What follows belongs to an exercise in optimizing a design on an open flow for small area and a short achievable clock period; a production flow would make more cautious choices.
RTL that was checked went through simulation tests only; none was proved equivalent to the original.
The RTL of run 2 was laid out without a check of its function.
No activity file was given, so power comes from the tool's default toggle rates.

## flow/design.v (module list and top-level ports; edited modules follow where they fit)
// module ALU: 1075 lines
// module P_INV: 1 lines
// module P_ND2: 1 lines
// module P_NR2: 1 lines
// module P_AN2: 1 lines
// module P_OR2: 1 lines
// module P_ND3: 1 lines
// module P_AN3: 1 lines
// module P_O211AI: 1 lines
// module P_O311AI: 1 lines
// module P_O411AI: 1 lines
// module P_XOR2: 1 lines
// module P_XNR2: 1 lines
// module P_MX2I: 1 lines
// module P_OAI21: 1 lines
// module P_AOI21: 1 lines
// module P_O21A: 1 lines
// module P_HA: 1 lines
// module P_A222OI: 3 lines
// module ShifterSignExtender: 241 lines
// module XSel: 38 lines
// module AmtDec: 39 lines
// module ex_datapath: 93 lines
module ex_datapath(
    input  wire        CLK,
    input  wire [31:0] A,
    input  wire [31:0] Rm,
    input  wire [11:0] I,
    input  wire [1:0]  AM,
    input  wire        CIN,
    input  wire [3:0]  Op,
    output reg  [31:0] Out,
    output wire        Z,
    output wire        N,
    output reg         C,
    output reg         V
);
  // ...
==> flow/flow/run.sh <==
#!/bin/bash
set -euo pipefail
MARGIN=6.0
export BUFFER_PORTS_ARGS="-buffer_cell sky130_fd_sc_hd__buf_1"
sed "s|\"\${@:-finish}\"|SETUP_SLACK_MARGIN=${MARGIN} \"\${@:-finish}\"|" standard.sh > standard_margin.sh
grep -q "SETUP_SLACK_MARGIN=${MARGIN}" standard_margin.sh
bash standard_margin.sh > flow_make.log 2>&1
==> flow/standard.sh <==
#!/bin/bash
# synth_recipe.tcl (not shown) runs the flow's synth.tcl, then flattens the netlist and writes it again
# the make line also repeats each setting of config.mk as NAME=value (left out here)
make -C /OpenROAD-flow-scripts/flow DESIGN_CONFIG=/design/flow/config.mk WORK_HOME=/design/flow/orfs CLKGATE_MAP_FILE= SYNTH_SCRIPT=/design/flow/synth_recipe.tcl "${@:-finish}"
==> flow/config.mk <==
export PLATFORM = sky130hd
export DESIGN_NAME = ex_datapath
export DESIGN_NICKNAME = ex_datapath
export VERILOG_FILES = /design/flow/design.v
export SDC_FILE = /design/flow/constraint.sdc
export NUM_CORES = 4
export LEC_CHECK = 0
export CAP_MARGIN = 20
export CORE_MARGIN = 2
export CORE_UTILIZATION = 40
export CTS_BUF_LIST = sky130_fd_sc_hd__clkbuf_4
export SLEW_MARGIN = 20
export SYNTH_HIERARCHICAL = 1
export TNS_END_PERCENT = 5
==> flow/constraint.sdc <==
create_clock -name core_clock -period 9.0 [get_ports {CLK}]
set_input_delay 1.8000 -clock core_clock [delete_from_list [all_inputs] [get_ports {CLK}]]
set_output_delay 1.8000 -clock core_clock [all_outputs]
set_load 0.01 [all_outputs]
==> results.ini, run 1 <==
[global_route]
grt_pass1_vias = 6568
gr-usage-met3_pct = 3.27

[min_path]
hold_start = csub_q
hold_class = flip-flop to flip-flop
hold_path_end = C

[power_and_ir_drop]
p_comb_share_pct = 45.2
pg_comb_uw = 970
powerClk_uw = 429
p_sw_uw = 836
power_leader = combinational logic

[setup_path]
reg2reg_to = zb[2]
end_kind = flip-flop
max_stage_delay_ns = 0.45
r2r-start = amt3_q
crit_path_end = gtn_q[0]
cpMaxStageDelayCell = ha_2
critPathTopFamily = simple AND/OR/NAND/NOR gates

[routing]
wl_met2_um = 9430
m1WireLength_um = 10400
vias = 7098

[sta]
hold-worst-slack_ns = 0.429
maxSlewHeadroom_pct = 66.3
drv_slew = 0

[yosys]
synthArstFlopShare_pct = 0
yosysWarnings = 7
syn_area_um2 = 8270
yosys-top-cells-count = 241 x mux2i_1, 127 x dfxtp_1, 96 x nand2_1
ys_seq_area_share_pct = 30.7
synth.top_cell.area_share_pct = 30.7

[layout]
reg_top3 = Out: 32 flops, r_q: 32 flops, xn_q: 32 flops
nonClkBufAreaFrac_pct = 7.67
multi_input_area_share_pct = 56.9
antenna_cells = 1
sh_seq_area_pct = 25.5
final-seq-area_um2 = 2550

[die]
row_count = 52
design.die.area_um2 = 21800

[clock_network]
post-cts-setup-buffers = 19
clock-sinks = 127
htreeDepth = 4
path_clk_slew_ns = 0.10

[run_status]
status = no timing/DRC/antenna violations

[placed_design]
dp_slack_ns = 4.76

==> module ALU, before the edit <==
module ALU(
    input  [31:0] xn,
    input  [31:0] R,
    input         amt3, amt4,
    input  [3:0]  gtn,
    input  [3:0]  eqn,
    input  [7:0]  gen,
    input         fill,
    input         arith,
    input         cinn,
    input         vg, vp, vk,
    output [31:0] Out,
    output [3:0]  zb,
    output        cout, c31, pall, p31, g31
);
    wire w115;
    wire w116;
    wire w117;
    wire w118;
    wire w119;
    wire w120;
    wire w121;
    wire w122;
    wire w123;
    wire w124;
    wire w125;
    wire w126;
    wire w127;
    wire w128;
    wire w129;
    wire w130;
    wire w131;
    wire w132;
    wire w133;
    wire w134;
    wire w135;
    wire w136;
    wire w137;
    wire w138;
    wire w139;
    wire w140;
    wire w141;
    wire w142;
    wire w143;
    wire w144;
    wire w145;
    wire w146;
    wire w147;
    wire w148;
    wire w149;
    wire w150;
    wire w151;
    wire w152;
    wire w153;
    wire w154;
    wire w155;
    wire w156;
    wire w157;
    wire w158;
    wire w159;
    wire w160;
    wire w161;
    wire w162;
    wire w163;
    wire w164;
    wire w165;
    wire w166;
    wire w167;
    wire w168;
    wire w169;
    wire w170;
    wire w171;
    wire w172;
    wire w173;
    wire w174;
    wire w175;
    wire w176;
    wire w177;
    wire w178;
    wire w179;
    wire w180;
    wire w181;
    wire w182;
    wire w183;
    wire w184;
    wire w185;
    wire w186;
    wire w187;
    wire w188;
    wire w189;
    wire w190;
    wire w191;
    wire w192;
    wire w193;
    wire w194;
    wire w195;
    wire w196;
    wire w197;
    wire w198;
    wire w199;
    wire w200;
    wire w201;
    wire w202;
    wire w203;
    wire w204;
    wire w205;
    wire w206;
    wire w207;
    wire w208;
    wire w209;
    wire w210;
    wire w211;
    wire w212;
    wire w213;
    wire w214;
    wire w215;
    wire w216;
    wire w217;
    wire w218;
    wire w219;
    wire w220;
    wire w221;
    wire w222;
    wire w223;
    wire w224;
    wire w225;
    wire w226;
    wire w227;
    wire w228;
    wire w229;
    wire w230;
    wire w231;
    wire w232;
    wire w233;
    wire w234;
    wire w235;
    wire w236;
    wire w237;
    wire w238;
    wire w239;
    wire w240;
    wire w241;
    wire w242;
    wire w243;
    wire w244;
    wire w245;
    wire w246;
    wire w247;
    wire w248;
    wire w249;
    wire w250;
    wire w251;
    wire w252;
    wire w253;
    wire w254;
    wire w255;
    wire w256;
    wire w257;
    wire w258;
    wire w259;
    wire w260;
    wire w261;
    wire w262;
    wire w263;
    wire w264;
    wire w265;
    wire w266;
    wire w267;
    wire w268;
    wire w269;
    wire w270;
    wire w271;
    wire w272;
    wire w273;
    wire w274;
    wire w275;
    wire w276;
    wire w277;
    wire w278;
    wire w279;
    wire w280;
    wire w281;
    wire w282;
    wire w283;
    wire w284;
    wire w285;
    wire w286;
    wire w287;
    wire w288;
    wire w289;
    wire w290;
    wire w291;
    wire w292;
    wire w293;
    wire w294;
    wire w295;
    wire w296;
    wire w297;
    wire w298;
    wire w299;
    wire w300;
    wire w301;
    wire w302;
    wire w303;
    wire w304;
    wire w305;
    wire w306;
    wire w307;
    wire w308;
    wire w309;
    wire w310;
    wire w311;
    wire w312;
    wire w313;
    wire w314;
    wire w315;
    wire w316;
    wire w317;
    wire w318;
    wire w319;
    wire w320;
    wire w321;
    wire w322;
    wire w323;
    wire w324;
    wire w325;
    wire w326;
    wire w327;
    wire w328;
    wire w329;
    wire w330;
    wire w331;
    wire w332;
    wire w333;
    wire w334;
    wire w335;
    wire w336;
    wire w337;
    wire w338;
    wire w339;
    wire w340;
    wire w341;
    wire w342;
    wire w343;
    wire w344;
    wire w345;
    wire w346;
    wire w347;
    wire w348;
    wire w349;
    wire w350;
    wire w351;
    wire w352;
    wire w353;
    wire w354;
    wire w355;
    wire w356;
    wire w357;
    wire w358;
    wire w359;
    wire w360;
    wire w361;
    wire w362;
    wire w363;
    wire w364;
    wire w365;
    wire w366;
    wire w367;
    wire w368;
    wire w369;
    wire w370;
    wire w371;
    wire w372;
    wire w373;
    wire w374;
    wire w375;
    wire w376;
    wire w377;
    wire w378;
    wire w379;
    wire w380;
    wire w381;
    wire w382;
    wire w383;
    wire w384;
    wire w385;
    wire w386;
    wire w387;
    wire w388;
    wire w389;
    wire w390;
    wire w391;
    wire w392;
    wire w393;
    wire w394;
    wire w395;
    wire w396;
    wire w397;
    wire w398;
    wire w399;
    wire w400;
    wire w401;
    wire w402;
    wire w403;
    wire w404;
    wire w405;
    wire w406;
    wire w407;
    wire w408;
    wire w409;
    wire w410;
    wire w411;
    wire w412;
    wire w413;
    wire w414;
    wire w415;
    wire w416;
    wire w417;
    wire w418;
    wire w419;
    wire w420;
    wire w421;
    wire w422;
    wire w423;
    wire w424;
    wire w425;
    wire w426;
    wire w427;
    wire w428;
    wire w429;
    wire w430;
    wire w431;
    wire w432;
    wire w433;
    wire w434;
    wire w435;
    wire w436;
    wire w437;
    wire w438;
    wire w439;
    wire w440;
    wire w441;
    wire w442;
    wire w443;
    wire w444;
    wire w445;
    wire w446;
    wire w447;
    wire w448;
    wire w449;
    wire w450;
    wire w451;
    wire w452;
    wire w453;
    wire w454;
    wire w455;
    wire w456;
    wire w457;
    wire w458;
    wire w459;
    wire w460;
    wire w461;
    wire w462;
    wire w463;
    wire w464;
    wire w465;
    wire w466;
    wire w467;
    wire w468;
    wire w469;
    wire w470;
    wire w471;
    wire w472;
    wire w473;
    wire w474;
    wire w475;
    wire w476;
    wire w477;
    wire w478;
    wire w479;
    wire w480;
    wire w481;
    wire w482;
    wire w483;
    wire w484;
    wire w485;
    wire w486;
    wire w487;
    wire w488;
    wire w489;
    wire w490;
    wire w491;
    wire w492;
    wire w493;
    wire w494;
    wire w495;
    wire w496;
    wire w497;
    wire w498;
    wire w499;
    wire w500;
    wire w501;
    wire w502;
    wire w503;
    wire w504;
    wire w505;
    wire w506;
    wire w507;
    wire w508;
    wire w509;
    wire w510;
    wire w511;
    wire w512;
    wire w513;
    wire w514;
    wire w515;
    wire w516;
    wire w517;
    wire w518;
    wire w519;
    wire w520;
    wire w521;
    wire w522;
    wire w523;
    wire w524;
    wire w525;
    wire w526;
    wire w527;
    wire w528;
    wire w529;
    wire w530;
    wire w531;
    wire w532;
    wire w533;
    wire w534;
    wire w535;
    wire w536;
    wire w537;
    wire w538;
    wire w539;
    wire w540;
    wire w541;
    wire w542;
    wire w543;
    wire w544;
    wire w545;
    wire w546;
    wire w547;
    wire w548;
    wire w549;
    wire w550;
    wire w551;
    wire w552;
    wire w553;
    wire w554;
    wire w555;
    wire w556;
    wire w557;
    wire w558;
    wire w559;
    wire w560;
    wire w561;
    wire w562;
    wire w563;
    wire w564;
    wire w565;
    wire w566;
    wire w567;
    wire w568;
    wire w569;
    wire w570;
    wire w571;
    wire w572;
    wire w573;
    wire w574;
    wire w575;
    wire w576;
    wire w577;
    wire w578;
    wire w579;
    wire w580;
    wire w581;
    wire w582;
    wire w583;
    wire w584;
    wire w585;
    wire w586;
    wire w587;
    wire w588;
    wire w589;
    wire w590;
    wire w591;
    wire w592;
    wire w593;
    wire w594;
    wire w595;
    wire w596;
    wire w597;
    wire w598;
    wire w599;
    wire w600;
    wire w601;
    wire w602;
    wire w603;
    wire w604;
    wire w605;
    wire w606;
    wire w607;
    wire w608;
    wire w609;
    wire w610;
    wire w611;
    wire w612;
    wire w613;
    wire w614;
    wire w615;
    wire w616;
    wire w617;
    wire w618;
    wire w619;
    wire w620;
    wire w621;
    wire w622;
    wire w623;
    wire w624;
    wire w625;
    wire w626;
    wire w627;
    wire w628;
    wire w629;
    wire w630;
    wire w631;
    wire w632;
    wire w633;
    wire w634;
    wire w635;
    wire w636;
    wire w637;
    wire w638;
    wire w639;
    P_MX2I u1(.A0(R[0]), .A1(R[8]), .S(amt3), .Y(w115));
    P_MX2I u2(.A0(R[1]), .A1(R[9]), .S(amt3), .Y(w116));
    P_MX2I u3(.A0(R[2]), .A1(R[10]), .S(amt3), .Y(w117));
    P_MX2I u4(.A0(R[3]), .A1(R[11]), .S(amt3), .Y(w118));
    P_MX2I u5(.A0(R[4]), .A1(R[12]), .S(amt3), .Y(w119));
    P_MX2I u6(.A0(R[5]), .A1(R[13]), .S(amt3), .Y(w120));
    P_MX2I u7(.A0(R[6]), .A1(R[14]), .S(amt3), .Y(w121));
    P_MX2I u8(.A0(R[7]), .A1(R[15]), .S(amt3), .Y(w122));
    P_MX2I u9(.A0(R[8]), .A1(R[16]), .S(amt3), .Y(w123));
    P_MX2I u10(.A0(R[9]), .A1(R[17]), .S(amt3), .Y(w124));
    P_MX2I u11(.A0(R[10]), .A1(R[18]), .S(amt3), .Y(w125));
    P_MX2I u12(.A0(R[11]), .A1(R[19]), .S(amt3), .Y(w126));
    P_MX2I u13(.A0(R[12]), .A1(R[20]), .S(amt3), .Y(w127));
    P_MX2I u14(.A0(R[13]), .A1(R[21]), .S(amt3), .Y(w128));
    P_MX2I u15(.A0(R[14]), .A1(R[22]), .S(amt3), .Y(w129));
    P_MX2I u16(.A0(R[15]), .A1(R[23]), .S(amt3), .Y(w130));
    P_MX2I u17(.A0(R[16]), .A1(R[24]), .S(amt3), .Y(w131));
    P_MX2I u18(.A0(R[17]), .A1(R[25]), .S(amt3), .Y(w132));
    P_MX2I u19(.A0(R[18]), .A1(R[26]), .S(amt3), .Y(w133));
    P_MX2I u20(.A0(R[19]), .A1(R[27]), .S(amt3), .Y(w134));
    P_MX2I u21(.A0(R[20]), .A1(R[28]), .S(amt3), .Y(w135));
    P_MX2I u22(.A0(R[21]), .A1(R[29]), .S(amt3), .Y(w136));
    P_MX2I u23(.A0(R[22]), .A1(R[30]), .S(amt3), .Y(w137));
    P_MX2I u24(.A0(R[23]), .A1(R[31]), .S(amt3), .Y(w138));
    P_MX2I u25(.A0(R[24]), .A1(R[0]), .S(amt3), .Y(w139));
    P_MX2I u26(.A0(R[25]), .A1(R[1]), .S(amt3), .Y(w140));
    P_MX2I u27(.A0(R[26]), .A1(R[2]), .S(amt3), .Y(w141));
    P_MX2I u28(.A0(R[27]), .A1(R[3]), .S(amt3), .Y(w142));
    P_MX2I u29(.A0(R[28]), .A1(R[4]), .S(amt3), .Y(w143));
    P_MX2I u30(.A0(R[29]), .A1(R[5]), .S(amt3), .Y(w144));
    P_MX2I u31(.A0(R[30]), .A1(R[6]), .S(amt3), .Y(w145));
    P_MX2I u32(.A0(R[31]), .A1(R[7]), .S(amt3), .Y(w146));
    P_MX2I u33(.A0(w115), .A1(w131), .S(amt4), .Y(w147));
    P_MX2I u34(.A0(w116), .A1(w132), .S(amt4), .Y(w148));
    P_MX2I u35(.A0(w117), .A1(w133), .S(amt4), .Y(w149));
    P_MX2I u36(.A0(w118), .A1(w134), .S(amt4), .Y(w150));
    P_MX2I u37(.A0(w119), .A1(w135), .S(amt4), .Y(w151));
    P_MX2I u38(.A0(w120), .A1(w136), .S(amt4), .Y(w152));
    P_MX2I u39(.A0(w121), .A1(w137), .S(amt4), .Y(w153));
    P_MX2I u40(.A0(w122), .A1(w138), .S(amt4), .Y(w154));
    P_MX2I u41(.A0(w123), .A1(w139), .S(amt4), .Y(w155));
    P_MX2I u42(.A0(w124), .A1(w140), .S(amt4), .Y(w156));
    P_MX2I u43(.A0(w125), .A1(w141), .S(amt4), .Y(w157));
    P_MX2I u44(.A0(w126), .A1(w142), .S(amt4), .Y(w158));
    P_MX2I u45(.A0(w127), .A1(w143), .S(amt4), .Y(w159));
    P_MX2I u46(.A0(w128), .A1(w144), .S(amt4), .Y(w160));
    P_MX2I u47(.A0(w129), .A1(w145), .S(amt4), .Y(w161));
    P_MX2I u48(.A0(w130), .A1(w146), .S(amt4), .Y(w162));
    P_MX2I u49(.A0(w131), .A1(w115), .S(amt4), .Y(w163));
    P_MX2I u50(.A0(w132), .A1(w116), .S(amt4), .Y(w164));
    P_MX2I u51(.A0(w133), .A1(w117), .S(amt4), .Y(w165));
    P_MX2I u52(.A0(w134), .A1(w118), .S(amt4), .Y(w166));
    P_MX2I u53(.A0(w135), .A1(w119), .S(amt4), .Y(w167));
    P_MX2I u54(.A0(w136), .A1(w120), .S(amt4), .Y(w168));
    P_MX2I u55(.A0(w137), .A1(w121), .S(amt4), .Y(w169));
    P_MX2I u56(.A0(w138), .A1(w122), .S(amt4), .Y(w170));
    P_MX2I u57(.A0(w139), .A1(w123), .S(amt4), .Y(w171));
    P_MX2I u58(.A0(w140), .A1(w124), .S(amt4), .Y(w172));
    P_MX2I u59(.A0(w141), .A1(w125), .S(amt4), .Y(w173));
    P_MX2I u60(.A0(w142), .A1(w126), .S(amt4), .Y(w174));
    P_MX2I u61(.A0(w143), .A1(w127), .S(amt4), .Y(w175));
    P_MX2I u62(.A0(w144), .A1(w128), .S(amt4), .Y(w176));
    P_MX2I u63(.A0(w145), .A1(w129), .S(amt4), .Y(w177));
    P_MX2I u64(.A0(w146), .A1(w130), .S(amt4), .Y(w178));
    P_OAI21 u65(.A1(eqn[0]), .A2(gen[0]), .B1(gtn[0]), .Y(w179));
    P_OAI21 u66(.A1(eqn[0]), .A2(gen[1]), .B1(gtn[0]), .Y(w180));
    P_OAI21 u67(.A1(eqn[0]), .A2(gen[2]), .B1(gtn[0]), .Y(w181));
    P_OAI21 u68(.A1(eqn[0]), .A2(gen[3]), .B1(gtn[0]), .Y(w182));
    P_OAI21 u69(.A1(eqn[0]), .A2(gen[4]), .B1(gtn[0]), .Y(w183));
    P_OAI21 u70(.A1(eqn[0]), .A2(gen[5]), .B1(gtn[0]), .Y(w184));
    P_OAI21 u71(.A1(eqn[0]), .A2(gen[6]), .B1(gtn[0]), .Y(w185));
    P_OAI21 u72(.A1(eqn[0]), .A2(gen[7]), .B1(gtn[0]), .Y(w186));
    P_OAI21 u73(.A1(eqn[1]), .A2(gen[0]), .B1(gtn[1]), .Y(w187));
    P_OAI21 u74(.A1(eqn[1]), .A2(gen[1]), .B1(gtn[1]), .Y(w188));
    P_OAI21 u75(.A1(eqn[1]), .A2(gen[2]), .B1(gtn[1]), .Y(w189));
    P_OAI21 u76(.A1(eqn[1]), .A2(gen[3]), .B1(gtn[1]), .Y(w190));
    P_OAI21 u77(.A1(eqn[1]), .A2(gen[4]), .B1(gtn[1]), .Y(w191));
    P_OAI21 u78(.A1(eqn[1]), .A2(gen[5]), .B1(gtn[1]), .Y(w192));
    P_OAI21 u79(.A1(eqn[1]), .A2(gen[6]), .B1(gtn[1]), .Y(w193));
    P_OAI21 u80(.A1(eqn[1]), .A2(gen[7]), .B1(gtn[1]), .Y(w194));
    P_OAI21 u81(.A1(eqn[2]), .A2(gen[0]), .B1(gtn[2]), .Y(w195));
    P_OAI21 u82(.A1(eqn[2]), .A2(gen[1]), .B1(gtn[2]), .Y(w196));
    P_OAI21 u83(.A1(eqn[2]), .A2(gen[2]), .B1(gtn[2]), .Y(w197));
    P_OAI21 u84(.A1(eqn[2]), .A2(gen[3]), .B1(gtn[2]), .Y(w198));
    P_OAI21 u85(.A1(eqn[2]), .A2(gen[4]), .B1(gtn[2]), .Y(w199));
    P_OAI21 u86(.A1(eqn[2]), .A2(gen[5]), .B1(gtn[2]), .Y(w200));
    P_OAI21 u87(.A1(eqn[2]), .A2(gen[6]), .B1(gtn[2]), .Y(w201));
    P_OAI21 u88(.A1(eqn[2]), .A2(gen[7]), .B1(gtn[2]), .Y(w202));
    P_OAI21 u89(.A1(eqn[3]), .A2(gen[0]), .B1(gtn[3]), .Y(w203));
    P_OAI21 u90(.A1(eqn[3]), .A2(gen[1]), .B1(gtn[3]), .Y(w204));
    P_OAI21 u91(.A1(eqn[3]), .A2(gen[2]), .B1(gtn[3]), .Y(w205));
    P_OAI21 u92(.A1(eqn[3]), .A2(gen[3]), .B1(gtn[3]), .Y(w206));
    P_OAI21 u93(.A1(eqn[3]), .A2(gen[4]), .B1(gtn[3]), .Y(w207));
    P_OAI21 u94(.A1(eqn[3]), .A2(gen[5]), .B1(gtn[3]), .Y(w208));
    P_OAI21 u95(.A1(eqn[3]), .A2(gen[6]), .B1(gtn[3]), .Y(w209));
    P_OAI21 u96(.A1(eqn[3]), .A2(gen[7]), .B1(gtn[3]), .Y(w210));
    P_MX2I u97(.A0(fill), .A1(w147), .S(w179), .Y(w211));
    P_MX2I u98(.A0(fill), .A1(w148), .S(w180), .Y(w212));
    P_MX2I u99(.A0(fill), .A1(w149), .S(w181), .Y(w213));
    P_MX2I u100(.A0(fill), .A1(w150), .S(w182), .Y(w214));
    P_MX2I u101(.A0(fill), .A1(w151), .S(w183), .Y(w215));
    P_MX2I u102(.A0(fill), .A1(w152), .S(w184), .Y(w216));
    P_MX2I u103(.A0(fill), .A1(w153), .S(w185), .Y(w217));
    P_MX2I u104(.A0(fill), .A1(w154), .S(w186), .Y(w218));
    P_MX2I u105(.A0(fill), .A1(w155), .S(w187), .Y(w219));
    P_MX2I u106(.A0(fill), .A1(w156), .S(w188), .Y(w220));
    P_MX2I u107(.A0(fill), .A1(w157), .S(w189), .Y(w221));
    P_MX2I u108(.A0(fill), .A1(w158), .S(w190), .Y(w222));
    P_MX2I u109(.A0(fill), .A1(w159), .S(w191), .Y(w223));
    P_MX2I u110(.A0(fill), .A1(w160), .S(w192), .Y(w224));
    P_MX2I u111(.A0(fill), .A1(w161), .S(w193), .Y(w225));
    P_MX2I u112(.A0(fill), .A1(w162), .S(w194), .Y(w226));
    P_MX2I u113(.A0(fill), .A1(w163), .S(w195), .Y(w227));
    P_MX2I u114(.A0(fill), .A1(w164), .S(w196), .Y(w228));
    P_MX2I u115(.A0(fill), .A1(w165), .S(w197), .Y(w229));
    P_MX2I u116(.A0(fill), .A1(w166), .S(w198), .Y(w230));
    P_MX2I u117(.A0(fill), .A1(w167), .S(w199), .Y(w231));
    P_MX2I u118(.A0(fill), .A1(w168), .S(w200), .Y(w232));
    P_MX2I u119(.A0(fill), .A1(w169), .S(w201), .Y(w233));
    P_MX2I u120(.A0(fill), .A1(w170), .S(w202), .Y(w234));
    P_MX2I u121(.A0(fill), .A1(w171), .S(w203), .Y(w235));
    P_MX2I u122(.A0(fill), .A1(w172), .S(w204), .Y(w236));
    P_MX2I u123(.A0(fill), .A1(w173), .S(w205), .Y(w237));
    P_MX2I u124(.A0(fill), .A1(w174), .S(w206), .Y(w238));
    P_MX2I u125(.A0(fill), .A1(w175), .S(w207), .Y(w239));
    P_MX2I u126(.A0(fill), .A1(w176), .S(w208), .Y(w240));
    P_MX2I u127(.A0(fill), .A1(w177), .S(w209), .Y(w241));
    P_MX2I u128(.A0(fill), .A1(w178), .S(w210), .Y(w242));
    P_HA u129(.A(xn[0]), .B(w211), .S(w243), .CO(w244));
    P_NR2 u130(.A(w243), .B(w244), .Y(w245));
    P_ND2 u131(.A(w245), .B(arith), .Y(w246));
    P_INV u132(.A(w243), .Y(w247));
    P_HA u133(.A(xn[1]), .B(w212), .S(w248), .CO(w249));
    P_NR2 u134(.A(w248), .B(w249), .Y(w250));
    P_ND2 u135(.A(w250), .B(arith), .Y(w251));
    P_INV u136(.A(w248), .Y(w252));
    P_HA u137(.A(xn[2]), .B(w213), .S(w253), .CO(w254));
    P_NR2 u138(.A(w253), .B(w254), .Y(w255));
    P_ND2 u139(.A(w255), .B(arith), .Y(w256));
    P_INV u140(.A(w253), .Y(w257));
    P_HA u141(.A(xn[3]), .B(w214), .S(w258), .CO(w259));
    P_NR2 u142(.A(w258), .B(w259), .Y(w260));
    P_ND2 u143(.A(w260), .B(arith), .Y(w261));
    P_INV u144(.A(w258), .Y(w262));
    P_HA u145(.A(xn[4]), .B(w215), .S(w263), .CO(w264));
    P_NR2 u146(.A(w263), .B(w264), .Y(w265));
    P_ND2 u147(.A(w265), .B(arith), .Y(w266));
    P_INV u148(.A(w263), .Y(w267));
    P_HA u149(.A(xn[5]), .B(w216), .S(w268), .CO(w269));
    P_NR2 u150(.A(w268), .B(w269), .Y(w270));
    P_ND2 u151(.A(w270), .B(arith), .Y(w271));
    P_INV u152(.A(w268), .Y(w272));
    P_HA u153(.A(xn[6]), .B(w217), .S(w273), .CO(w274));
    P_NR2 u154(.A(w273), .B(w274), .Y(w275));
    P_ND2 u155(.A(w275), .B(arith), .Y(w276));
    P_INV u156(.A(w273), .Y(w277));
    P_HA u157(.A(xn[7]), .B(w218), .S(w278), .CO(w279));
    P_NR2 u158(.A(w278), .B(w279), .Y(w280));
    P_ND2 u159(.A(w280), .B(arith), .Y(w281));
    P_INV u160(.A(w278), .Y(w282));
    P_HA u161(.A(xn[8]), .B(w219), .S(w283), .CO(w284));
    P_NR2 u162(.A(w283), .B(w284), .Y(w285));
    P_ND2 u163(.A(w285), .B(arith), .Y(w286));
    P_INV u164(.A(w283), .Y(w287));
    P_HA u165(.A(xn[9]), .B(w220), .S(w288), .CO(w289));
    P_NR2 u166(.A(w288), .B(w289), .Y(w290));
    P_ND2 u167(.A(w290), .B(arith), .Y(w291));
    P_INV u168(.A(w288), .Y(w292));
    P_HA u169(.A(xn[10]), .B(w221), .S(w293), .CO(w294));
    P_NR2 u170(.A(w293), .B(w294), .Y(w295));
    P_ND2 u171(.A(w295), .B(arith), .Y(w296));
    P_INV u172(.A(w293), .Y(w297));
    P_HA u173(.A(xn[11]), .B(w222), .S(w298), .CO(w299));
    P_NR2 u174(.A(w298), .B(w299), .Y(w300));
    P_ND2 u175(.A(w300), .B(arith), .Y(w301));
    P_INV u176(.A(w298), .Y(w302));
    P_HA u177(.A(xn[12]), .B(w223), .S(w303), .CO(w304));
    P_NR2 u178(.A(w303), .B(w304), .Y(w305));
    P_ND2 u179(.A(w305), .B(arith), .Y(w306));
    P_INV u180(.A(w303), .Y(w307));
    P_HA u181(.A(xn[13]), .B(w224), .S(w308), .CO(w309));
    P_NR2 u182(.A(w308), .B(w309), .Y(w310));
    P_ND2 u183(.A(w310), .B(arith), .Y(w311));
    P_INV u184(.A(w308), .Y(w312));
    P_HA u185(.A(xn[14]), .B(w225), .S(w313), .CO(w314));
    P_NR2 u186(.A(w313), .B(w314), .Y(w315));
    P_ND2 u187(.A(w315), .B(arith), .Y(w316));
    P_INV u188(.A(w313), .Y(w317));
    P_HA u189(.A(xn[15]), .B(w226), .S(w318), .CO(w319));
    P_NR2 u190(.A(w318), .B(w319), .Y(w320));
    P_ND2 u191(.A(w320), .B(arith), .Y(w321));
    P_INV u192(.A(w318), .Y(w322));
    P_HA u193(.A(xn[16]), .B(w227), .S(w323), .CO(w324));
    P_NR2 u194(.A(w323), .B(w324), .Y(w325));
    P_ND2 u195(.A(w325), .B(arith), .Y(w326));
    P_INV u196(.A(w323), .Y(w327));
    P_HA u197(.A(xn[17]), .B(w228), .S(w328), .CO(w329));
    P_NR2 u198(.A(w328), .B(w329), .Y(w330));
    P_ND2 u199(.A(w330), .B(arith), .Y(w331));
    P_INV u200(.A(w328), .Y(w332));
    P_HA u201(.A(xn[18]), .B(w229), .S(w333), .CO(w334));
    P_NR2 u202(.A(w333), .B(w334), .Y(w335));
    P_ND2 u203(.A(w335), .B(arith), .Y(w336));
    P_INV u204(.A(w333), .Y(w337));
    P_HA u205(.A(xn[19]), .B(w230), .S(w338), .CO(w339));
    P_NR2 u206(.A(w338), .B(w339), .Y(w340));
    P_ND2 u207(.A(w340), .B(arith), .Y(w341));
    P_INV u208(.A(w338), .Y(w342));
    P_HA u209(.A(xn[20]), .B(w231), .S(w343), .CO(w344));
    P_NR2 u210(.A(w343), .B(w344), .Y(w345));
    P_ND2 u211(.A(w345), .B(arith), .Y(w346));
    P_INV u212(.A(w343), .Y(w347));
    P_HA u213(.A(xn[21]), .B(w232), .S(w348), .CO(w349));
    P_NR2 u214(.A(w348), .B(w349), .Y(w350));
    P_ND2 u215(.A(w350), .B(arith), .Y(w351));
    P_INV u216(.A(w348), .Y(w352));
    P_HA u217(.A(xn[22]), .B(w233), .S(w353), .CO(w354));
    P_NR2 u218(.A(w353), .B(w354), .Y(w355));
    P_ND2 u219(.A(w355), .B(arith), .Y(w356));
    P_INV u220(.A(w353), .Y(w357));
    P_HA u221(.A(xn[23]), .B(w234), .S(w358), .CO(w359));
    P_NR2 u222(.A(w358), .B(w359), .Y(w360));
    P_ND2 u223(.A(w360), .B(arith), .Y(w361));
    P_INV u224(.A(w358), .Y(w362));
    P_HA u225(.A(xn[24]), .B(w235), .S(w363), .CO(w364));
    P_NR2 u226(.A(w363), .B(w364), .Y(w365));
    P_ND2 u227(.A(w365), .B(arith), .Y(w366));
    P_INV u228(.A(w363), .Y(w367));
    P_HA u229(.A(xn[25]), .B(w236), .S(w368), .CO(w369));
    P_NR2 u230(.A(w368), .B(w369), .Y(w370));
    P_ND2 u231(.A(w370), .B(arith), .Y(w371));
    P_INV u232(.A(w368), .Y(w372));
    P_HA u233(.A(xn[26]), .B(w237), .S(w373), .CO(w374));
    P_NR2 u234(.A(w373), .B(w374), .Y(w375));
    P_ND2 u235(.A(w375), .B(arith), .Y(w376));
    P_INV u236(.A(w373), .Y(w377));
    P_HA u237(.A(xn[27]), .B(w238), .S(w378), .CO(w379));
    P_NR2 u238(.A(w378), .B(w379), .Y(w380));
    P_ND2 u239(.A(w380), .B(arith), .Y(w381));
    P_INV u240(.A(w378), .Y(w382));
    P_HA u241(.A(xn[28]), .B(w239), .S(w383), .CO(w384));
    P_NR2 u242(.A(w383), .B(w384), .Y(w385));
    P_ND2 u243(.A(w385), .B(arith), .Y(w386));
    P_INV u244(.A(w383), .Y(w387));
    P_HA u245(.A(xn[29]), .B(w240), .S(w388), .CO(w389));
    P_NR2 u246(.A(w388), .B(w389), .Y(w390));
    P_ND2 u247(.A(w390), .B(arith), .Y(w391));
    P_INV u248(.A(w388), .Y(w392));
    P_HA u249(.A(xn[30]), .B(w241), .S(w393), .CO(w394));
    P_NR2 u250(.A(w393), .B(w394), .Y(w395));
    P_ND2 u251(.A(w395), .B(arith), .Y(w396));
    P_INV u252(.A(w393), .Y(w397));
    P_HA u253(.A(xn[31]), .B(w242), .S(w398), .CO(w399));
    P_NR2 u254(.A(w398), .B(w399), .Y(w400));
    P_ND2 u255(.A(w400), .B(arith), .Y(w401));
    P_INV u256(.A(w398), .Y(w402));
    P_O21A u257(.A1(w247), .A2(cinn), .B1(w246), .Y(w403));
    P_OAI21 u258(.A1(w252), .A2(w403), .B1(w251), .Y(w404));
    P_NR2 u259(.A(w252), .B(w247), .Y(w405));
    P_OAI21 u260(.A1(w262), .A2(w256), .B1(w261), .Y(w406));
    P_NR2 u261(.A(w262), .B(w257), .Y(w407));
    P_OAI21 u262(.A1(w272), .A2(w266), .B1(w271), .Y(w408));
    P_NR2 u263(.A(w272), .B(w267), .Y(w409));
    P_OAI21 u264(.A1(w282), .A2(w276), .B1(w281), .Y(w410));
    P_NR2 u265(.A(w282), .B(w277), .Y(w411));
    P_OAI21 u266(.A1(w292), .A2(w286), .B1(w291), .Y(w412));
    P_NR2 u267(.A(w292), .B(w287), .Y(w413));
    P_OAI21 u268(.A1(w302), .A2(w296), .B1(w301), .Y(w414));
    P_NR2 u269(.A(w302), .B(w297), .Y(w415));
    P_OAI21 u270(.A1(w312), .A2(w306), .B1(w311), .Y(w416));
    P_NR2 u271(.A(w312), .B(w307), .Y(w417));
    P_OAI21 u272(.A1(w322), .A2(w316), .B1(w321), .Y(w418));
    P_NR2 u273(.A(w322), .B(w317), .Y(w419));
    P_OAI21 u274(.A1(w332), .A2(w326), .B1(w331), .Y(w420));
    P_NR2 u275(.A(w332), .B(w327), .Y(w421));
    P_OAI21 u276(.A1(w342), .A2(w336), .B1(w341), .Y(w422));
    P_NR2 u277(.A(w342), .B(w337), .Y(w423));
    P_OAI21 u278(.A1(w352), .A2(w346), .B1(w351), .Y(w424));
    P_NR2 u279(.A(w352), .B(w347), .Y(w425));
    P_OAI21 u280(.A1(w362), .A2(w356), .B1(w361), .Y(w426));
    P_NR2 u281(.A(w362), .B(w357), .Y(w427));
    P_OAI21 u282(.A1(w372), .A2(w366), .B1(w371), .Y(w428));
    P_NR2 u283(.A(w372), .B(w367), .Y(w429));
    P_OAI21 u284(.A1(w382), .A2(w376), .B1(w381), .Y(w430));
    P_NR2 u285(.A(w382), .B(w377), .Y(w431));
    P_OAI21 u286(.A1(w392), .A2(w386), .B1(w391), .Y(w432));
    P_NR2 u287(.A(w392), .B(w387), .Y(w433));
    P_OAI21 u288(.A1(w402), .A2(w396), .B1(w401), .Y(w434));
    P_NR2 u289(.A(w402), .B(w397), .Y(w435));
    P_INV u290(.A(w256), .Y(w436));
    P_INV u291(.A(w257), .Y(w437));
    P_AOI21 u292(.A1(w437), .A2(w404), .B1(w436), .Y(w438));
    P_AOI21 u293(.A1(w407), .A2(w404), .B1(w406), .Y(w439));
    P_ND2 u294(.A(w407), .B(w405), .Y(w440));
    P_INV u295(.A(w276), .Y(w441));
    P_INV u296(.A(w277), .Y(w442));
    P_AOI21 u297(.A1(w442), .A2(w408), .B1(w441), .Y(w443));
    P_ND2 u298(.A(w442), .B(w409), .Y(w444));
    P_AOI21 u299(.A1(w411), .A2(w408), .B1(w410), .Y(w445));
    P_ND2 u300(.A(w411), .B(w409), .Y(w446));
    P_INV u301(.A(w296), .Y(w447));
    P_INV u302(.A(w297), .Y(w448));
    P_AOI21 u303(.A1(w448), .A2(w412), .B1(w447), .Y(w449));
    P_ND2 u304(.A(w448), .B(w413), .Y(w450));
    P_AOI21 u305(.A1(w415), .A2(w412), .B1(w414), .Y(w451));
    P_ND2 u306(.A(w415), .B(w413), .Y(w452));
    P_INV u307(.A(w316), .Y(w453));
    P_INV u308(.A(w317), .Y(w454));
    P_AOI21 u309(.A1(w454), .A2(w416), .B1(w453), .Y(w455));
    P_ND2 u310(.A(w454), .B(w417), .Y(w456));
    P_AOI21 u311(.A1(w419), .A2(w416), .B1(w418), .Y(w457));
    P_ND2 u312(.A(w419), .B(w417), .Y(w458));
    P_INV u313(.A(w336), .Y(w459));
    P_INV u314(.A(w337), .Y(w460));
    P_AOI21 u315(.A1(w460), .A2(w420), .B1(w459), .Y(w461));
    P_ND2 u316(.A(w460), .B(w421), .Y(w462));
    P_AOI21 u317(.A1(w423), .A2(w420), .B1(w422), .Y(w463));
    P_ND2 u318(.A(w423), .B(w421), .Y(w464));
    P_INV u319(.A(w356), .Y(w465));
    P_INV u320(.A(w357), .Y(w466));
    P_AOI21 u321(.A1(w466), .A2(w424), .B1(w465), .Y(w467));
    P_ND2 u322(.A(w466), .B(w425), .Y(w468));
    P_AOI21 u323(.A1(w427), .A2(w424), .B1(w426), .Y(w469));
    P_ND2 u324(.A(w427), .B(w425), .Y(w470));
    P_INV u325(.A(w376), .Y(w471));
    P_INV u326(.A(w377), .Y(w472));
    P_AOI21 u327(.A1(w472), .A2(w428), .B1(w471), .Y(w473));
    P_ND2 u328(.A(w472), .B(w429), .Y(w474));
    P_AOI21 u329(.A1(w431), .A2(w428), .B1(w430), .Y(w475));
    P_ND2 u330(.A(w431), .B(w429), .Y(w476));
    P_INV u331(.A(w396), .Y(w477));
    P_INV u332(.A(w397), .Y(w478));
    P_AOI21 u333(.A1(w478), .A2(w432), .B1(w477), .Y(w479));
    P_ND2 u334(.A(w478), .B(w433), .Y(w480));
    P_AOI21 u335(.A1(w435), .A2(w432), .B1(w434), .Y(w481));
    P_ND2 u336(.A(w435), .B(w433), .Y(w482));
    P_OAI21 u337(.A1(w267), .A2(w439), .B1(w266), .Y(w483));
    P_INV u338(.A(w408), .Y(w484));
    P_INV u339(.A(w409), .Y(w485));
    P_OAI21 u340(.A1(w485), .A2(w439), .B1(w484), .Y(w486));
    P_OAI21 u341(.A1(w444), .A2(w439), .B1(w443), .Y(w487));
    P_OAI21 u342(.A1(w446), .A2(w439), .B1(w445), .Y(w488));
    P_NR2 u343(.A(w446), .B(w440), .Y(w489));
    P_OAI21 u344(.A1(w307), .A2(w451), .B1(w306), .Y(w490));
    P_NR2 u345(.A(w307), .B(w452), .Y(w491));
    P_INV u346(.A(w416), .Y(w492));
    P_INV u347(.A(w417), .Y(w493));
    P_OAI21 u348(.A1(w493), .A2(w451), .B1(w492), .Y(w494));
    P_NR2 u349(.A(w493), .B(w452), .Y(w495));
    P_OAI21 u350(.A1(w456), .A2(w451), .B1(w455), .Y(w496));
    P_NR2 u351(.A(w456), .B(w452), .Y(w497));
    P_OAI21 u352(.A1(w458), .A2(w451), .B1(w457), .Y(w498));
    P_NR2 u353(.A(w458), .B(w452), .Y(w499));
    P_OAI21 u354(.A1(w347), .A2(w463), .B1(w346), .Y(w500));
    P_NR2 u355(.A(w347), .B(w464), .Y(w501));
    P_INV u356(.A(w424), .Y(w502));
    P_INV u357(.A(w425), .Y(w503));
    P_OAI21 u358(.A1(w503), .A2(w463), .B1(w502), .Y(w504));
    P_NR2 u359(.A(w503), .B(w464), .Y(w505));
    P_OAI21 u360(.A1(w468), .A2(w463), .B1(w467), .Y(w506));
    P_NR2 u361(.A(w468), .B(w464), .Y(w507));
    P_OAI21 u362(.A1(w470), .A2(w463), .B1(w469), .Y(w508));
    P_NR2 u363(.A(w470), .B(w464), .Y(w509));
    P_OAI21 u364(.A1(w387), .A2(w475), .B1(w386), .Y(w510));
    P_NR2 u365(.A(w387), .B(w476), .Y(w511));
    P_INV u366(.A(w432), .Y(w512));
    P_INV u367(.A(w433), .Y(w513));
    P_OAI21 u368(.A1(w513), .A2(w475), .B1(w512), .Y(w514));
    P_NR2 u369(.A(w513), .B(w476), .Y(w515));
    P_OAI21 u370(.A1(w480), .A2(w475), .B1(w479), .Y(w516));
    P_NR2 u371(.A(w480), .B(w476), .Y(w517));
    P_OAI21 u372(.A1(w482), .A2(w475), .B1(w481), .Y(w518));
    P_NR2 u373(.A(w482), .B(w476), .Y(w519));
    P_INV u374(.A(w286), .Y(w520));
    P_INV u375(.A(w287), .Y(w521));
    P_AOI21 u376(.A1(w521), .A2(w488), .B1(w520), .Y(w522));
    P_AOI21 u377(.A1(w413), .A2(w488), .B1(w412), .Y(w523));
    P_INV u378(.A(w449), .Y(w524));
    P_INV u379(.A(w450), .Y(w525));
    P_AOI21 u380(.A1(w525), .A2(w488), .B1(w524), .Y(w526));
    P_INV u381(.A(w451), .Y(w527));
    P_INV u382(.A(w452), .Y(w528));
    P_AOI21 u383(.A1(w528), .A2(w488), .B1(w527), .Y(w529));
    P_AOI21 u384(.A1(w491), .A2(w488), .B1(w490), .Y(w530));
    P_AOI21 u385(.A1(w495), .A2(w488), .B1(w494), .Y(w531));
    P_AOI21 u386(.A1(w497), .A2(w488), .B1(w496), .Y(w532));
    P_AOI21 u387(.A1(w499), .A2(w488), .B1(w498), .Y(w533));
    P_ND2 u388(.A(w499), .B(w489), .Y(w534));
    P_INV u389(.A(w366), .Y(w535));
    P_INV u390(.A(w367), .Y(w536));
    P_AOI21 u391(.A1(w536), .A2(w508), .B1(w535), .Y(w537));
    P_ND2 u392(.A(w536), .B(w509), .Y(w538));
    P_AOI21 u393(.A1(w429), .A2(w508), .B1(w428), .Y(w539));
    P_ND2 u394(.A(w429), .B(w509), .Y(w540));
    P_INV u395(.A(w473), .Y(w541));
    P_INV u396(.A(w474), .Y(w542));
    P_AOI21 u397(.A1(w542), .A2(w508), .B1(w541), .Y(w543));
    P_ND2 u398(.A(w542), .B(w509), .Y(w544));
    P_INV u399(.A(w475), .Y(w545));
    P_INV u400(.A(w476), .Y(w546));
    P_AOI21 u401(.A1(w546), .A2(w508), .B1(w545), .Y(w547));
    P_ND2 u402(.A(w546), .B(w509), .Y(w548));
    P_AOI21 u403(.A1(w511), .A2(w508), .B1(w510), .Y(w549));
    P_ND2 u404(.A(w511), .B(w509), .Y(w550));
    P_AOI21 u405(.A1(w515), .A2(w508), .B1(w514), .Y(w551));
    P_ND2 u406(.A(w515), .B(w509), .Y(w552));
    P_AOI21 u407(.A1(w517), .A2(w508), .B1(w516), .Y(w553));
    P_ND2 u408(.A(w517), .B(w509), .Y(w554));
    P_AOI21 u409(.A1(w519), .A2(w508), .B1(w518), .Y(w555));
    P_ND2 u410(.A(w519), .B(w509), .Y(w556));
    P_OAI21 u411(.A1(w327), .A2(w533), .B1(w326), .Y(w557));
    P_INV u412(.A(w420), .Y(w558));
    P_INV u413(.A(w421), .Y(w559));
    P_OAI21 u414(.A1(w559), .A2(w533), .B1(w558), .Y(w560));
    P_OAI21 u415(.A1(w462), .A2(w533), .B1(w461), .Y(w561));
    P_OAI21 u416(.A1(w464), .A2(w533), .B1(w463), .Y(w562));
    P_INV u417(.A(w500), .Y(w563));
    P_INV u418(.A(w501), .Y(w564));
    P_OAI21 u419(.A1(w564), .A2(w533), .B1(w563), .Y(w565));
    P_INV u420(.A(w504), .Y(w566));
    P_INV u421(.A(w505), .Y(w567));
    P_OAI21 u422(.A1(w567), .A2(w533), .B1(w566), .Y(w568));
    P_INV u423(.A(w506), .Y(w569));
    P_INV u424(.A(w507), .Y(w570));
    P_OAI21 u425(.A1(w570), .A2(w533), .B1(w569), .Y(w571));
    P_INV u426(.A(w508), .Y(w572));
    P_INV u427(.A(w509), .Y(w573));
    P_OAI21 u428(.A1(w573), .A2(w533), .B1(w572), .Y(w574));
    P_OAI21 u429(.A1(w538), .A2(w533), .B1(w537), .Y(w575));
    P_OAI21 u430(.A1(w540), .A2(w533), .B1(w539), .Y(w576));
    P_OAI21 u431(.A1(w544), .A2(w533), .B1(w543), .Y(w577));
    P_OAI21 u432(.A1(w548), .A2(w533), .B1(w547), .Y(w578));
    P_OAI21 u433(.A1(w550), .A2(w533), .B1(w549), .Y(w579));
    P_OAI21 u434(.A1(w552), .A2(w533), .B1(w551), .Y(w580));
    P_OAI21 u435(.A1(w554), .A2(w533), .B1(w553), .Y(w581));
    P_OAI21 u436(.A1(w556), .A2(w533), .B1(w555), .Y(w582));
    P_NR2 u437(.A(w556), .B(w534), .Y(w583));
    P_A222OI u438(.A1(w245), .A2(vg), .B1(w243), .B2(vp), .C1(w244), .C2(vk), .Y(w584));
    P_A222OI u439(.A1(w250), .A2(vg), .B1(w248), .B2(vp), .C1(w249), .C2(vk), .Y(w585));
    P_A222OI u440(.A1(w255), .A2(vg), .B1(w253), .B2(vp), .C1(w254), .C2(vk), .Y(w586));
    P_A222OI u441(.A1(w260), .A2(vg), .B1(w258), .B2(vp), .C1(w259), .C2(vk), .Y(w587));
    P_A222OI u442(.A1(w265), .A2(vg), .B1(w263), .B2(vp), .C1(w264), .C2(vk), .Y(w588));
    P_A222OI u443(.A1(w270), .A2(vg), .B1(w268), .B2(vp), .C1(w269), .C2(vk), .Y(w589));
    P_A222OI u444(.A1(w275), .A2(vg), .B1(w273), .B2(vp), .C1(w274), .C2(vk), .Y(w590));
    P_A222OI u445(.A1(w280), .A2(vg), .B1(w278), .B2(vp), .C1(w279), .C2(vk), .Y(w591));
    P_A222OI u446(.A1(w285), .A2(vg), .B1(w283), .B2(vp), .C1(w284), .C2(vk), .Y(w592));
    P_A222OI u447(.A1(w290), .A2(vg), .B1(w288), .B2(vp), .C1(w289), .C2(vk), .Y(w593));
    P_A222OI u448(.A1(w295), .A2(vg), .B1(w293), .B2(vp), .C1(w294), .C2(vk), .Y(w594));
    P_A222OI u449(.A1(w300), .A2(vg), .B1(w298), .B2(vp), .C1(w299), .C2(vk), .Y(w595));
    P_A222OI u450(.A1(w305), .A2(vg), .B1(w303), .B2(vp), .C1(w304), .C2(vk), .Y(w596));
    P_A222OI u451(.A1(w310), .A2(vg), .B1(w308), .B2(vp), .C1(w309), .C2(vk), .Y(w597));
    P_A222OI u452(.A1(w315), .A2(vg), .B1(w313), .B2(vp), .C1(w314), .C2(vk), .Y(w598));
    P_A222OI u453(.A1(w320), .A2(vg), .B1(w318), .B2(vp), .C1(w319), .C2(vk), .Y(w599));
    P_A222OI u454(.A1(w325), .A2(vg), .B1(w323), .B2(vp), .C1(w324), .C2(vk), .Y(w600));
    P_A222OI u455(.A1(w330), .A2(vg), .B1(w328), .B2(vp), .C1(w329), .C2(vk), .Y(w601));
    P_A222OI u456(.A1(w335), .A2(vg), .B1(w333), .B2(vp), .C1(w334), .C2(vk), .Y(w602));
    P_A222OI u457(.A1(w340), .A2(vg), .B1(w338), .B2(vp), .C1(w339), .C2(vk), .Y(w603));
    P_A222OI u458(.A1(w345), .A2(vg), .B1(w343), .B2(vp), .C1(w344), .C2(vk), .Y(w604));
    P_A222OI u459(.A1(w350), .A2(vg), .B1(w348), .B2(vp), .C1(w349), .C2(vk), .Y(w605));
    P_A222OI u460(.A1(w355), .A2(vg), .B1(w353), .B2(vp), .C1(w354), .C2(vk), .Y(w606));
    P_A222OI u461(.A1(w360), .A2(vg), .B1(w358), .B2(vp), .C1(w359), .C2(vk), .Y(w607));
    P_A222OI u462(.A1(w365), .A2(vg), .B1(w363), .B2(vp), .C1(w364), .C2(vk), .Y(w608));
    P_A222OI u463(.A1(w370), .A2(vg), .B1(w368), .B2(vp), .C1(w369), .C2(vk), .Y(w609));
    P_A222OI u464(.A1(w375), .A2(vg), .B1(w373), .B2(vp), .C1(w374), .C2(vk), .Y(w610));
    P_A222OI u465(.A1(w380), .A2(vg), .B1(w378), .B2(vp), .C1(w379), .C2(vk), .Y(w611));
    P_A222OI u466(.A1(w385), .A2(vg), .B1(w383), .B2(vp), .C1(w384), .C2(vk), .Y(w612));
    P_A222OI u467(.A1(w390), .A2(vg), .B1(w388), .B2(vp), .C1(w389), .C2(vk), .Y(w613));
    P_A222OI u468(.A1(w395), .A2(vg), .B1(w393), .B2(vp), .C1(w394), .C2(vk), .Y(w614));
    P_A222OI u469(.A1(w400), .A2(vg), .B1(w398), .B2(vp), .C1(w399), .C2(vk), .Y(w615));
    P_XOR2 u470(.A(w584), .B(cinn), .Y(Out[0]));
    P_XOR2 u471(.A(w585), .B(w403), .Y(Out[1]));
    P_XNR2 u472(.A(w586), .B(w404), .Y(Out[2]));
    P_XOR2 u473(.A(w587), .B(w438), .Y(Out[3]));
    P_XOR2 u474(.A(w588), .B(w439), .Y(Out[4]));
    P_XNR2 u475(.A(w589), .B(w483), .Y(Out[5]));
    P_XNR2 u476(.A(w590), .B(w486), .Y(Out[6]));
    P_XNR2 u477(.A(w591), .B(w487), .Y(Out[7]));
    P_XNR2 u478(.A(w592), .B(w488), .Y(Out[8]));
    P_XOR2 u479(.A(w593), .B(w522), .Y(Out[9]));
    P_XOR2 u480(.A(w594), .B(w523), .Y(Out[10]));
    P_XOR2 u481(.A(w595), .B(w526), .Y(Out[11]));
    P_XOR2 u482(.A(w596), .B(w529), .Y(Out[12]));
    P_XOR2 u483(.A(w597), .B(w530), .Y(Out[13]));
    P_XOR2 u484(.A(w598), .B(w531), .Y(Out[14]));
    P_XOR2 u485(.A(w599), .B(w532), .Y(Out[15]));
    P_XOR2 u486(.A(w600), .B(w533), .Y(Out[16]));
    P_XNR2 u487(.A(w601), .B(w557), .Y(Out[17]));
    P_XNR2 u488(.A(w602), .B(w560), .Y(Out[18]));
    P_XNR2 u489(.A(w603), .B(w561), .Y(Out[19]));
    P_XNR2 u490(.A(w604), .B(w562), .Y(Out[20]));
    P_XNR2 u491(.A(w605), .B(w565), .Y(Out[21]));
    P_XNR2 u492(.A(w606), .B(w568), .Y(Out[22]));
    P_XNR2 u493(.A(w607), .B(w571), .Y(Out[23]));
    P_XNR2 u494(.A(w608), .B(w574), .Y(Out[24]));
    P_XNR2 u495(.A(w609), .B(w575), .Y(Out[25]));
    P_XNR2 u496(.A(w610), .B(w576), .Y(Out[26]));
    P_XNR2 u497(.A(w611), .B(w577), .Y(Out[27]));
    P_XNR2 u498(.A(w612), .B(w578), .Y(Out[28]));
    P_XNR2 u499(.A(w613), .B(w579), .Y(Out[29]));
    P_XNR2 u500(.A(w614), .B(w580), .Y(Out[30]));
    P_XNR2 u501(.A(w615), .B(w581), .Y(Out[31]));
    P_NR2 u502(.A(Out[0]), .B(Out[1]), .Y(w616));
    P_NR2 u503(.A(Out[2]), .B(Out[3]), .Y(w617));
    P_NR2 u504(.A(Out[4]), .B(Out[5]), .Y(w618));
    P_NR2 u505(.A(Out[6]), .B(Out[7]), .Y(w619));
    P_ND2 u506(.A(w616), .B(w617), .Y(w620));
    P_ND2 u507(.A(w618), .B(w619), .Y(w621));
    P_NR2 u508(.A(w620), .B(w621), .Y(zb[0]));
    P_NR2 u509(.A(Out[8]), .B(Out[9]), .Y(w622));
    P_NR2 u510(.A(Out[10]), .B(Out[11]), .Y(w623));
    P_NR2 u511(.A(Out[12]), .B(Out[13]), .Y(w624));
    P_NR2 u512(.A(Out[14]), .B(Out[15]), .Y(w625));
    P_ND2 u513(.A(w622), .B(w623), .Y(w626));
    P_ND2 u514(.A(w624), .B(w625), .Y(w627));
    P_NR2 u515(.A(w626), .B(w627), .Y(zb[1]));
    P_NR2 u516(.A(Out[16]), .B(Out[17]), .Y(w628));
    P_NR2 u517(.A(Out[18]), .B(Out[19]), .Y(w629));
    P_NR2 u518(.A(Out[20]), .B(Out[21]), .Y(w630));
    P_NR2 u519(.A(Out[22]), .B(Out[23]), .Y(w631));
    P_ND2 u520(.A(w628), .B(w629), .Y(w632));
    P_ND2 u521(.A(w630), .B(w631), .Y(w633));
    P_NR2 u522(.A(w632), .B(w633), .Y(zb[2]));
    P_NR2 u523(.A(Out[24]), .B(Out[25]), .Y(w634));
    P_NR2 u524(.A(Out[26]), .B(Out[27]), .Y(w635));
    P_NR2 u525(.A(Out[28]), .B(Out[29]), .Y(w636));
    P_NR2 u526(.A(Out[30]), .B(Out[31]), .Y(w637));
    P_ND2 u527(.A(w634), .B(w635), .Y(w638));
    P_ND2 u528(.A(w636), .B(w637), .Y(w639));
    P_NR2 u529(.A(w638), .B(w639), .Y(zb[3]));
    assign cout  = w582;
    assign c31   = w581;
    assign pall  = w583;
    assign p31   = w398;
    assign g31   = w400;
endmodule
==> module ex_datapath, before the edit <==
module ex_datapath(
    input  wire        CLK,
    input  wire [31:0] A,
    input  wire [31:0] Rm,
    input  wire [11:0] I,
    input  wire [1:0]  AM,
    input  wire        CIN,
    input  wire [3:0]  Op,
    output reg  [31:0] Out,
    output wire        Z,
    output wire        N,
    output reg         C,
    output reg         V
);
    wire add   = (Op[3:1] == 3'b000);
    wire fsub  = (Op[3:1] == 3'b001);
    wire rsub  = (Op[3:1] == 3'b010);
    wire arith = add | fsub | rsub;
    wire cin   = rsub ? ~(Op[0] & CIN) : (add | fsub) & Op[0] & CIN;
    wire invA  = fsub | rsub | (Op == 4'b1100) | (Op == 4'b1011);
    wire zA    = (Op[3:1] == 3'b101) | (Op[3:2] == 2'b11 & Op[1:0] != 2'b00);
    wire enB   = (Op != 4'b1001);
    wire vg = fsub | (Op == 4'b0110) | (Op == 4'b0111);
    wire vp = add | rsub | (Op == 4'b0111) | (Op == 4'b1000) | (Op == 4'b1010) | (Op == 4'b1011);
    wire vk = fsub | (Op == 4'b1001) | (Op == 4'b1100);
    wire       am_sh = AM[1] & AM[0];
    wire       am00  = ~AM[1] & ~AM[0];
    wire [4:0] sh    = I[11:7];
    wire [1:0] ty    = I[6:5];
    wire       lsl   = am_sh & (ty == 2'b00);
    wire       asr   = am_sh & (ty == 2'b10);
    wire       masked = am_sh & (ty != 2'b11);
    wire [4:0] amt;
    AmtDec amtdec(.AM(AM), .I(I[11:5]), .amt(amt));
    wire       sel_rm = AM[0];
    wire       ie_hi  = AM[1];
    wire       fill   = enB & asr & Rm[31];
    wire [3:0] gt, eq;
    wire [7:0] ge;
    genvar a, b;
    generate for (a = 0; a < 4; a = a + 1) begin : g_a
        wire [1:0] aa = lsl ? a : 3 - a;
        assign gt[a] = enB & (~masked | (aa > sh[4:3]));
        assign eq[a] = enB & masked & (aa == sh[4:3]);
    end endgenerate
    generate for (b = 0; b < 8; b = b + 1) begin : g_b
        wire [2:0] bb = lsl ? b : 7 - b;
        assign ge[b] = (bb >= sh[2:0]);
    end endgenerate
    wire [31:0] xn;
    XSel xsel(.A(A), .x0(invA), .x1(~zA ^ invA), .Xn(xn));
    wire [31:0] sh_r;
    ShifterSignExtender shifter(.Rm(Rm), .I(I), .sel_rm(sel_rm), .ie_hi(ie_hi),
                                .amt(amt[2:0]), .R(sh_r));
    reg [31:0] xn_q, r_q;
    reg        amt3_q, amt4_q, fill_q;
    reg [3:0]  gtn_q, eqn_q;
    reg [7:0]  gen_q;
    reg        arith_q, cinn_q, csub_q, vg_q, vp_q, vk_q;
    always @(posedge CLK) begin
        xn_q    <= xn;
        r_q     <= sh_r;
        amt3_q  <= amt[3];
        amt4_q  <= amt[4];
        fill_q  <= fill;
        gtn_q   <= ~gt;
        eqn_q   <= ~eq;
        gen_q   <= ~ge;
        arith_q <= arith;
        cinn_q  <= ~cin;
        csub_q  <= fsub | rsub;
        vg_q    <= vg;
        vp_q    <= vp;
        vk_q    <= vk;
    end
    wire [31:0] alu_out;
    wire [3:0]  alu_zb;
    wire        cout, c31, pall, p31, g31;
    ALU alu(.xn(xn_q), .R(r_q), .amt3(amt3_q), .amt4(amt4_q), .gtn(gtn_q), .eqn(eqn_q), .gen(gen_q),
            .fill(fill_q), .arith(arith_q), .cinn(cinn_q), .vg(vg_q), .vp(vp_q), .vk(vk_q),
            .Out(alu_out), .zb(alu_zb), .cout(cout), .c31(c31), .pall(pall), .p31(p31), .g31(g31));
    wire alu_c = arith_q & cout & ~(csub_q & pall);
    wire alu_v = arith_q & (c31 ^ cout);
    reg [3:0] zb;    
    always @(posedge CLK) begin
        Out <= alu_out;
        C   <= alu_c;
        V   <= alu_v;
        zb  <= alu_zb;
    end
    assign Z = &zb;
    assign N = Out[31];
endmodule
==> run 2, diff against run 1 <==
--- a/flow/design.v
+++ b/flow/design.v
@@ -2,9 +2,9 @@
     input  [31:0] xn,
     input  [31:0] R,
     input         amt3, amt4,
-    input  [3:0]  gtn,
-    input  [3:0]  eqn,
-    input  [7:0]  gen,
+    input  [4:0]  msh,       
+    input         mleft,     
+    input         bz,        
     input         fill,
     input         arith,
     input         cinn,
@@ -13,6 +13,18 @@
     output [3:0]  zb,
     output        cout, c31, pall, p31, g31
 );
+    wire [3:0]  gtn, eqn;
+    wire [7:0]  gen;
+    genvar a, b;
+    generate for (a = 0; a < 4; a = a + 1) begin : g_a
+        wire [1:0] aa = mleft ? a : 3 - a;
+        assign gtn[a] = bz | ~(aa > msh[4:3]);
+        assign eqn[a] = bz | ~(aa == msh[4:3]);
+    end endgenerate
+    generate for (b = 0; b < 8; b = b + 1) begin : g_b
+        wire [2:0] bb = mleft ? b : 7 - b;
+        assign gen[b] = ~(bb >= msh[2:0]);
+    end endgenerate
     wire w115;
     wire w116;
     wire w117;
@@ -1448,18 +1460,7 @@
     wire       sel_rm = AM[0];
     wire       ie_hi  = AM[1];
     wire       fill   = enB & asr & Rm[31];
-    wire [3:0] gt, eq;
-    wire [7:0] ge;
-    genvar a, b;
-    generate for (a = 0; a < 4; a = a + 1) begin : g_a
-        wire [1:0] aa = lsl ? a : 3 - a;
-        assign gt[a] = enB & (~masked | (aa > sh[4:3]));
-        assign eq[a] = enB & masked & (aa == sh[4:3]);
-    end endgenerate
-    generate for (b = 0; b < 8; b = b + 1) begin : g_b
-        wire [2:0] bb = lsl ? b : 7 - b;
-        assign ge[b] = (bb >= sh[2:0]);
-    end endgenerate
+    wire [4:0] msh = sh & {5{masked}};
     wire [31:0] xn;
     XSel xsel(.A(A), .x0(invA), .x1(~zA ^ invA), .Xn(xn));
     wire [31:0] sh_r;
@@ -1467,8 +1468,8 @@
                                 .amt(amt[2:0]), .R(sh_r));
     reg [31:0] xn_q, r_q;
     reg        amt3_q, amt4_q, fill_q;
-    reg [3:0]  gtn_q, eqn_q;
-    reg [7:0]  gen_q;
+    reg [4:0]  msh_q;
+    reg        mleft_q, bz_q;
     reg        arith_q, cinn_q, csub_q, vg_q, vp_q, vk_q;
     always @(posedge CLK) begin
         xn_q    <= xn;
@@ -1476,9 +1477,9 @@
         amt3_q  <= amt[3];
         amt4_q  <= amt[4];
         fill_q  <= fill;
-        gtn_q   <= ~gt;
-        eqn_q   <= ~eq;
-        gen_q   <= ~ge;
+        msh_q   <= msh;
+        mleft_q <= lsl;
+        bz_q    <= ~enB;
         arith_q <= arith;
         cinn_q  <= ~cin;
         csub_q  <= fsub | rsub;
@@ -1489,7 +1490,7 @@
     wire [31:0] alu_out;
     wire [3:0]  alu_zb;
     wire        cout, c31, pall, p31, g31;
-    ALU alu(.xn(xn_q), .R(r_q), .amt3(amt3_q), .amt4(amt4_q), .gtn(gtn_q), .eqn(eqn_q), .gen(gen_q),
+    ALU alu(.xn(xn_q), .R(r_q), .amt3(amt3_q), .amt4(amt4_q), .msh(msh_q), .mleft(mleft_q), .bz(bz_q),
             .fill(fill_q), .arith(arith_q), .cinn(cinn_q), .vg(vg_q), .vp(vp_q), .vk(vk_q),
             .Out(alu_out), .zb(alu_zb), .cout(cout), .c31(c31), .pall(pall), .p31(p31), .g31(g31));
     wire alu_c = arith_q & cout & ~(csub_q & pall);
--- a/flow/config.mk
+++ b/flow/config.mk
@@ -8,7 +8,7 @@
 export CAP_MARGIN = 20
 export CORE_MARGIN = 2
 export CORE_UTILIZATION = 40
-export CTS_BUF_LIST = sky130_fd_sc_hd__clkbuf_4
+export CTS_BUF_LIST = sky130_fd_sc_hd__clkbuf_4 sky130_fd_sc_hd__clkbuf_8
 export SLEW_MARGIN = 20
 export SYNTH_HIERARCHICAL = 1
 export TNS_END_PERCENT = 5
==> run 2 against run 1 <==
Compared with the run above:
- core utilization up 1.9 points
- clock power up 21%
- area after synthesis down 2.1%
- critical endpoint is now zb[2]
- largest cell class unchanged
- highest routed layer unchanged
==> results.ini, run 2 <==
[run_status]
status = no timing/DRC/antenna violations

[routing]
vias = 7097  ; -0.014%
avgRoutedWirePerCell_um = 15.9
drc = 0

[yosys]
yosys-top-cells-count = 241 x mux2i_1, 118 x dfxtp_1, 94 x nand2_1
synth-simple-area-share_pct = 11.5
synth_cell_types = 37
synth_compound_area_share_pct = 14.8
synth.top_cell.area_share_pct = 29.8  ; -0.95 points
syn_nets = 1044
synth_top_cell_by_area = mux2i_1
synthArstFlopShare_pct = 0  ; unchanged
ys_seq_area_share_pct = 29.2  ; -1.6 points
syn_area_um2 = 8100  ; -2.1%
avgSynthCellArea_um2 = 8.82
synthCells = 918
post-synth-top-count-cell = mux2i_1
synth_edf_count = 0
yosysWarnings = 7  ; unchanged
synth.area.mux_share_pct = 29.8

[clock_network]
clockRootBuffer = clkbuf_8
htreeDepth = 4  ; unchanged
numCtsBuffers = 17
clock-sinks = 118  ; -7.1%
path_clk_slew_ns = 0.07  ; -0.03 ns
insertion_delay_ns = 0.46

[sta]
setup-violations-final = 0
final-hold-violation-count = 0
drv_slew = 0  ; unchanged
hold-worst-slack_ns = 0.469  ; +0.0391 ns
maxSlewHeadroom_pct = 44.8  ; -22 points
setup_ws_ns = 5.41
fin_crit_ns = 3.59
fmaxAchievable_ghz = 0.278
fin_tns_setup_ns = 0
rsz0062_at_grt = yes

[placed_design]
io_buffers = 119
gp_congestion = 0.881
place_inst = 1311
hpwl_um = 15800
dp_slack_ns = 4.70  ; -0.0648 ns

[setup_path]
max_stage_delay_ns = 0.37  ; -0.08 ns
reg2reg_to = zb[2]
cp.arrival_ns = 3.95
r2r-start = mleft_q
crit_chain = inv_6, ha_4, clkinvlp_4, o221ai_4, o21ai_2, mux2i_2, ha_1, nor2_1, nand2_1, o21a_2, o21ai_4, a21oi_4, o21ai_4, a21oi_4, clkbuf_16, o21ai_2, xnor2_1, nor2_1, nand2_1, nor2_1
cpMaxStageDelayCell = dfxtp_4
r2r_cells = 20
end_kind = flip-flop
setup.worst_path.class = flip-flop to flip-flop
required_ns = 9.36

[die]
die_h_um = 146
die_x_um = 146
coreArea_um2 = 20000
row_count = 52  ; unchanged
start_util_pct = 40.4
design.die.area_um2 = 21400  ; -2.0%

[global_route]
grt_max_degree = 40
grt_pass1_vias = 6600  ; +0.49%
grt_use_total_pct = 19.9

[layout]
layout-drive-gt1-share_pct = 17.7
fin_cells = 1371
antenna_cells = 0  ; -1
mostFrequentLayoutCell = mux2i_1
final-seq-area_um2 = 2370  ; -6.9%
reg_top3 = Out: 32 flops, r_q: 32 flops, xn_q: 32 flops
most-common-layout-cells = 237 x mux2i_1, 118 x buf_1, 114 x dfxtp_1

[min_path]
hold_path_end = C
hold_class = flip-flop to flip-flop
hold_start = csub_q

[power_and_ir_drop]
leakage_uw = 0.00429

run 2: cell count changes after synthesis, moves of 3 or more:
cell	delta
nor2b_1	+3
a211oi_1	+4
o22ai_1	-3
a21o_1	-4
a21oi_1	-4
o21ba_2	-4
and2_1	+4
o221ai_1	+4
dfxtp_1	-9
run 2: routing by layer:
layer	wire [um]	up-vias	track usage, %
li1	-	3621	-
met1	9880	3212	26.3
met2	10200	215	32.3
met3	1100	49	3.56
met4	577	0	8.01
met5	0	-	0
run 2: cell families after synthesis:
family          after synthesis
compound gates              171
xor+xnor                     35
fa+ha+maj                    42
buf+inv                      91
flops                       118
mux                         241
simple gates                220
run 2: cell type report:
cell class / instances / area share [%]
repair buffers: 156 / 7.75
clock inverters: 8 / 1.18
inverters: 87 / 3.29
flip-flops and latches: 118 / 23.1
multi-input cells: 709 / 58.4
well taps: 270 / 3.29
clock buffers: 23 / 2.96
run 2: worst max-delay path by stage:
| stage | depth (start not counted) | startpoint | to | slack (ns) |
|---|---|---|---|---|
| 6_report | 20 | mleft_q | zb[2] | 5.41 |
| 3_5_place_dp | 19 | mleft_q | zb[2] | 4.70 |
| 3_3_place_gp | 18 | mleft_q | zb[3] | 4.79 |
| 4_1_cts | 20 | mleft_q | zb[2] | 5.51 |
| 5_1_grt | 20 | mleft_q | zb[2] | 5.19 |
| 2_1_floorplan | 5 | I[5] | r_q[0] | 5.32 |
run 2: what timing repair did:
action / in CTS / in global routing
pin swaps: 17 / 37
gates resized for setup: 77 / 40
cloned: 0 / 2
endpoints found under the setup margin: 87 / 101
setup buffers: 18 / 9
endpoints found under the hold margin: 0 / 0
run 2: where the power goes:
group	leakage, uW	switching [uW]	total, uW	internal [uW]
Clock	0.000219	212	519	307
Combinational	0.00308	599	1020	419
Sequential	0.000991	52.1	697	645
run 2: critical path: cells and delay by family, from the launching register on:
family	cells	cell delay, ns
AO/OA/AOI/OAI	8	1.33
XOR/XNOR	1	0.16
adder cells (fa/ha/maj)	2	0.66
buffers and inverters	3	0.40
flip-flops	1	0.37
multiplexers	1	0.17
AND/OR/NAND/NOR	5	0.37
run 2: per-stage QoR:
step           util, %  instance area [um2]  power [uW]
2_1_floorplan        -                 8180        1350
3_3_place_gp      44.9                 9000        1570
3_5_place_dp      44.9                 9000        1580
4_1_cts           49.7                 9960        2170
5_1_grt           51.2                10300        2390
6_report          51.2                10300        2230
run 2: Yosys stat by module, one instance, submodules excluded, a selection:
module / times used / cell area [um2]
P_O311AI: 1 / 8.76
P_AN3: 1 / 6.26
P_OR2: 1 / 6.26
ALU: 1 / 352
P_INV: 78 / 3.75
P_HA: 32 / 12.5
P_A222OI: 32 / 10.0
P_O411AI: 1 / 12.5
P_ND2: 88 / 3.75
P_MX2I: 240 / 10.0
P_AOI21: 32 / 8.76
P_AN2: 4 / 6.26
P_ND3: 1 / 5.00
